From an optimization exercise on the open Yosys and OpenROAD flow, aimed at small area; shortcuts taken in it are not production practice.
Where RTL was checked, it was by simulation tests only, not by an equivalence proof against the original.

## JK
==> module SimpleSend, before the edit <==
module SimpleSend(dataOut,Ready2Go,Seg,Anode,Go,clk,reset);
  output dataOut, Ready2Go;
  output [0:6] Seg;
  output [3:0] Anode;
  input Go, clk, reset;
  reg        W;         
  reg [2:0]  P;         
  reg [15:0] C1;        
  reg        FL;        
  reg [2:0]  Lvl;       
  reg [13:0] L2;        
  reg [5:0]  U2;        
  reg [6:0]  DL;        
  reg [15:7] D;         
  reg [1:0]  Q;
  reg [2:0]  j;
  reg [1:0]  y;
  reg        h;
  reg [1:0]  kb;
  reg [6:0]  ph;
  reg [2:0]  rp;        
  reg [2:0]  col;       
  wire isL5  = Lvl[2] & !Lvl[1] & Lvl[0];
  wire isWIN = Lvl[2] & Lvl[1];
  wire Run   = !FL & !isWIN;
  reg [3:0] N;
  always @(*)
    case (Lvl)
      3'd0:    N = 4'd14;
      3'd1:    N = 4'd8;
      3'd2:    N = 4'd6;
      3'd3:    N = 4'd4;
      3'd4:    N = 4'd3;
      default: N = 4'd12;
    endcase
  wire [3:0] H = C1[15:12];
  wire n1 = !Lvl[0] & !isWIN;                       
  wire n0 = Lvl[2] & !Lvl[1] & !Lvl[0];             
  wire n3 = (!Lvl[1] & (!Lvl[2] | Lvl[0])) | isWIN;  
  wire n2 = Lvl[2] ? (Lvl[0] | Lvl[1]) : (Lvl[1] | !Lvl[0]);  
  wire top = (H[3] ~^ n3) & (H[2] ~^ n2) & (H[1] ~^ n1) & (H[0] ~^ n0);
  wire upd = Go | top;
  wire [2:0] Pi;
  Inc #(3) i_p (P, top & !Go & !W, Pi, );
  always @(posedge clk) begin
    if (reset || (upd && W && Run)) P <= 3'd0;
    else P <= Pi;
    W <= !reset & (W ? !(upd & Run) : (Go & P[1] & !P[0]));
  end
  wire [15:0] C1i;
  Inc #(16) i_c1 (C1, Run, C1i, );
  always @(posedge clk)
    if (reset || top) C1 <= 16'd0;
    else C1 <= C1i;
  wire fend = U2[5];
  wire nz2  = ~|L2[12:0];
  wire T2   = L2[13] & nz2;               
  always @(posedge clk)
    if (reset) L2 <= 14'd0;
    else L2 <= {L2[12:0], L2[13] ^ L2[12] ^ L2[11] ^ L2[1] ^ (nz2 & FL & !fend)};
  wire [5:0] U2i;
  Inc #(6) i_u2 (U2, T2, U2i, );
  always @(posedge clk)
    if (reset || fend) U2 <= 6'd0;
    else U2 <= U2i;
  wire [2:0] Lvli;
  Inc #(3) i_l (Lvl, (fend & W) | isL5, Lvli, );
  always @(posedge clk) begin
    if (reset || (fend && !W)) Lvl <= 3'd0;
    else Lvl <= Lvli;
    FL <= !reset & (FL ? !fend : (Run & !isL5 & Go));
  end
  wire off     = U2[1];                   
  wire Refresh = C1[12] | U2[0];
  wire idle  = (Q == 2'd0) & !ph[0];
  wire cin   = (Q != 2'd0) | ph[0] | Refresh;
  wire [6:0] phi;
  wire phc;
  Inc #(7) i_ph (ph, cin, phi, phc);
  wire [1:0] kbi;
  wire ckb;
  Inc #(2) i_kb (kb, phc, kbi, ckb);
  wire ch    = ckb & h;
  wire cy    = ch & y[1];           
  wire cj    = cy & j[2];           
  wire allDone = Q[1] & Q[0] & j[2] & kb[1] & kb[0] & ph[6] & ph[2];
  wire [1:0] Qi;
  Inc #(2) i_q (Q, cj, Qi, );
  wire [2:0] ji;
  Inc #(3) i_j (j, cy, ji, );
  always @(posedge clk)
    if (reset || allDone) begin
      Q <= 2'd0; j <= 3'd4; y <= 2'd2; h <= 1'b1; kb <= 2'd3; ph <= 7'd126;
    end else begin
      Q  <= Qi;
      ph <= phi;
      kb <= kbi;
      h  <= h ^ ckb;
      y  <= ch ? {y[0], !y[1] & !y[0]} : y;
      j  <= cj ? 3'd0 : ji;
    end
  reg [2:0] pos;
  always @(*)
    case (P)
      3'd0: pos = 3'd0;
      3'd1: pos = 3'd1;
      3'd2: pos = 3'd2;
      3'd3: pos = 3'd3;
      3'd4: pos = 3'd4;
      3'd5: pos = 3'd3;
      3'd6: pos = 3'd2;
      default: pos = 3'd1;
    endcase
  reg [2:0] lcol;
  always @(*)
    case (Lvl)
      3'd0: lcol = 3'b100;    
      3'd1: lcol = 3'b010;    
      3'd2: lcol = 3'b011;    
      3'd3: lcol = 3'b001;    
      3'd4: lcol = 3'b101;    
      default: lcol = 3'b000;
    endcase
  always @(posedge clk)
    if (Q == 2'd0) begin
      rp  <= (off || W) ? 3'd7 : pos;
      col <= off ? 3'b000 : lcol;
    end
  wire cx = col[2], cg = col[1], cb = col[0];
  wire isRed = (j == rp);
  wire isOff = j[1] & !j[0] & !(rp[2] & rp[1]);      
  wire G = cg | (cx & !cb & !kb[1] & kb[0]);
  wire R = cx & (!cb | (!kb[1] & !kb[0]));
  wire theBit = isRed ? y[0] : !isOff & (y[1] ? cb : y[0] ? R : G);
  wire lt36 = !ph[6] & !(ph[5] & (ph[4] | ph[3] | ph[2]));
  wire lt92 = !(ph[6] & (ph[5] | (ph[4] & ph[3] & ph[2])));
  assign dataOut  = !Q[1] & Q[0] & (theBit ? lt92 : lt36);
  assign Ready2Go = idle;
  wire nz7 = ~|DL[5:0];
  always @(posedge clk)
    if (reset) DL <= 7'd0;
    else DL <= {DL[5:0], DL[6] ^ DL[5] ^ nz7};
  wire [15:7] Di;
  Inc #(9) i_d (D, DL[6] & nz7, Di, );
  always @(posedge clk)
    if (reset) D <= 9'd0;
    else D <= Di;
  wire [1:0] Sel = {D[9] ^ (D[8] & D[7]), D[8] ^ D[7]};
  wire blink = Lvl[2] & (Lvl[1] ^ Lvl[0]) & D[15];    
  wire [2:0] Dig = (Sel == 2'd1) ? Lvl : 3'd0;
  reg [3:0] an;
  always @(*)
    case (Sel)
      2'd0: an = 4'b1111;
      2'd1: an = 4'b1011;
      2'd2: an = 4'b1101;
      default: an = 4'b1110;
    endcase
  assign Anode = blink ? 4'b1111 : an;
  reg [0:6] sg;
  always @(*)
    case (Dig)
      3'd0: sg = 7'b000_0001;
      3'd1: sg = 7'b100_1111;
      3'd2: sg = 7'b001_0010;
      3'd3: sg = 7'b000_0110;
      3'd4: sg = 7'b100_1100;
      3'd5: sg = 7'b010_0100;
      3'd6: sg = 7'b010_0100;
      default: sg = 7'b111_1111;
    endcase
  assign Seg = D[8] ? 7'b111_1111 : sg;
endmodule
Settings: LEC_CHECK=0, CAP_MARGIN=20, CORE_MARGIN=2, CORE_UTILIZATION=70, CTS_BUF_LIST=sky130_fd_sc_hd__clkbuf_4, CTS_CLUSTER_DIAMETER=30, CTS_CLUSTER_SIZE=10, SLEW_MARGIN=20; clock period 10.0 ns.
run.sh (not shown) runs the stock make flow with config.mk's settings and CLKGATE_MAP_FILE= SYNTH_SCRIPT=/design/flow/synth_recipe.tcl, a recipe that flattens the netlist after the stock synthesis.
Relative to JK, the following input files were edited for MS:
--- a/flow/design.v
+++ b/flow/design.v
@@ -34,10 +34,5 @@
       default: N = 4'd12;
     endcase
-  wire [3:0] H = C1[15:12];
-  wire n1 = !Lvl[0] & !isWIN;                       
-  wire n0 = Lvl[2] & !Lvl[1] & !Lvl[0];             
-  wire n3 = (!Lvl[1] & (!Lvl[2] | Lvl[0])) | isWIN;  
-  wire n2 = Lvl[2] ? (Lvl[0] | Lvl[1]) : (Lvl[1] | !Lvl[0]);  
-  wire top = (H[3] ~^ n3) & (H[2] ~^ n2) & (H[1] ~^ n1) & (H[0] ~^ n0);
+  wire top = (C1[15:12] == N);
   wire upd = Go | top;
   wire [2:0] Pi;
--- outcome ---
Routed wire in MS totals more than in JK. Taking JK as the reference, in MS per-cell via count in the routed design up 0.14, area growth from synthesis to final layout shrank by 1.6 points, clock-pin slew of the registers on the worst-case setup and hold paths has remained practically unchanged. Delta (MS minus JK): number of vias in the routed layout rose 79, placement-stage worst setup slack fell 0.0083 ns, async set-reset flop share out of synthesis about even. MS vs JK on global-route usage: MS is the higher one. Going from JK to MS, post-layout minimum cycle time went down by 0.054 ns; design area up 41 µm²; share of the cycle needed by the critical path after routing lost 0.54 points.
For MS, only the layout was checked, not whether the RTL still works.

==> what the ideal ports hide <==
Ports are ideal in the flow. The routed layouts listed here were re-timed in OpenROAD. Step 1 assumes that a clkbuf_16 drives the clock port and a buf_2 every other input. Step 2 also shifts input and output timing later by t, the mid clock arrival at the registers, as if the neighbouring blocks saw the same clock. Three values: no drivers, after step 1, after step 2; two values: the first two.
| run | t (ns) | slack for setup (ns) | worst setup path after step 2 |
|---|---|---|---|
| JK | 0.433 | 5.550 / 5.523 / 5.870 | register to register |
| MS | 0.438 | 5.604 / 5.578 / 5.834 | register to register |
After both steps every run listed still meets setup and hold.
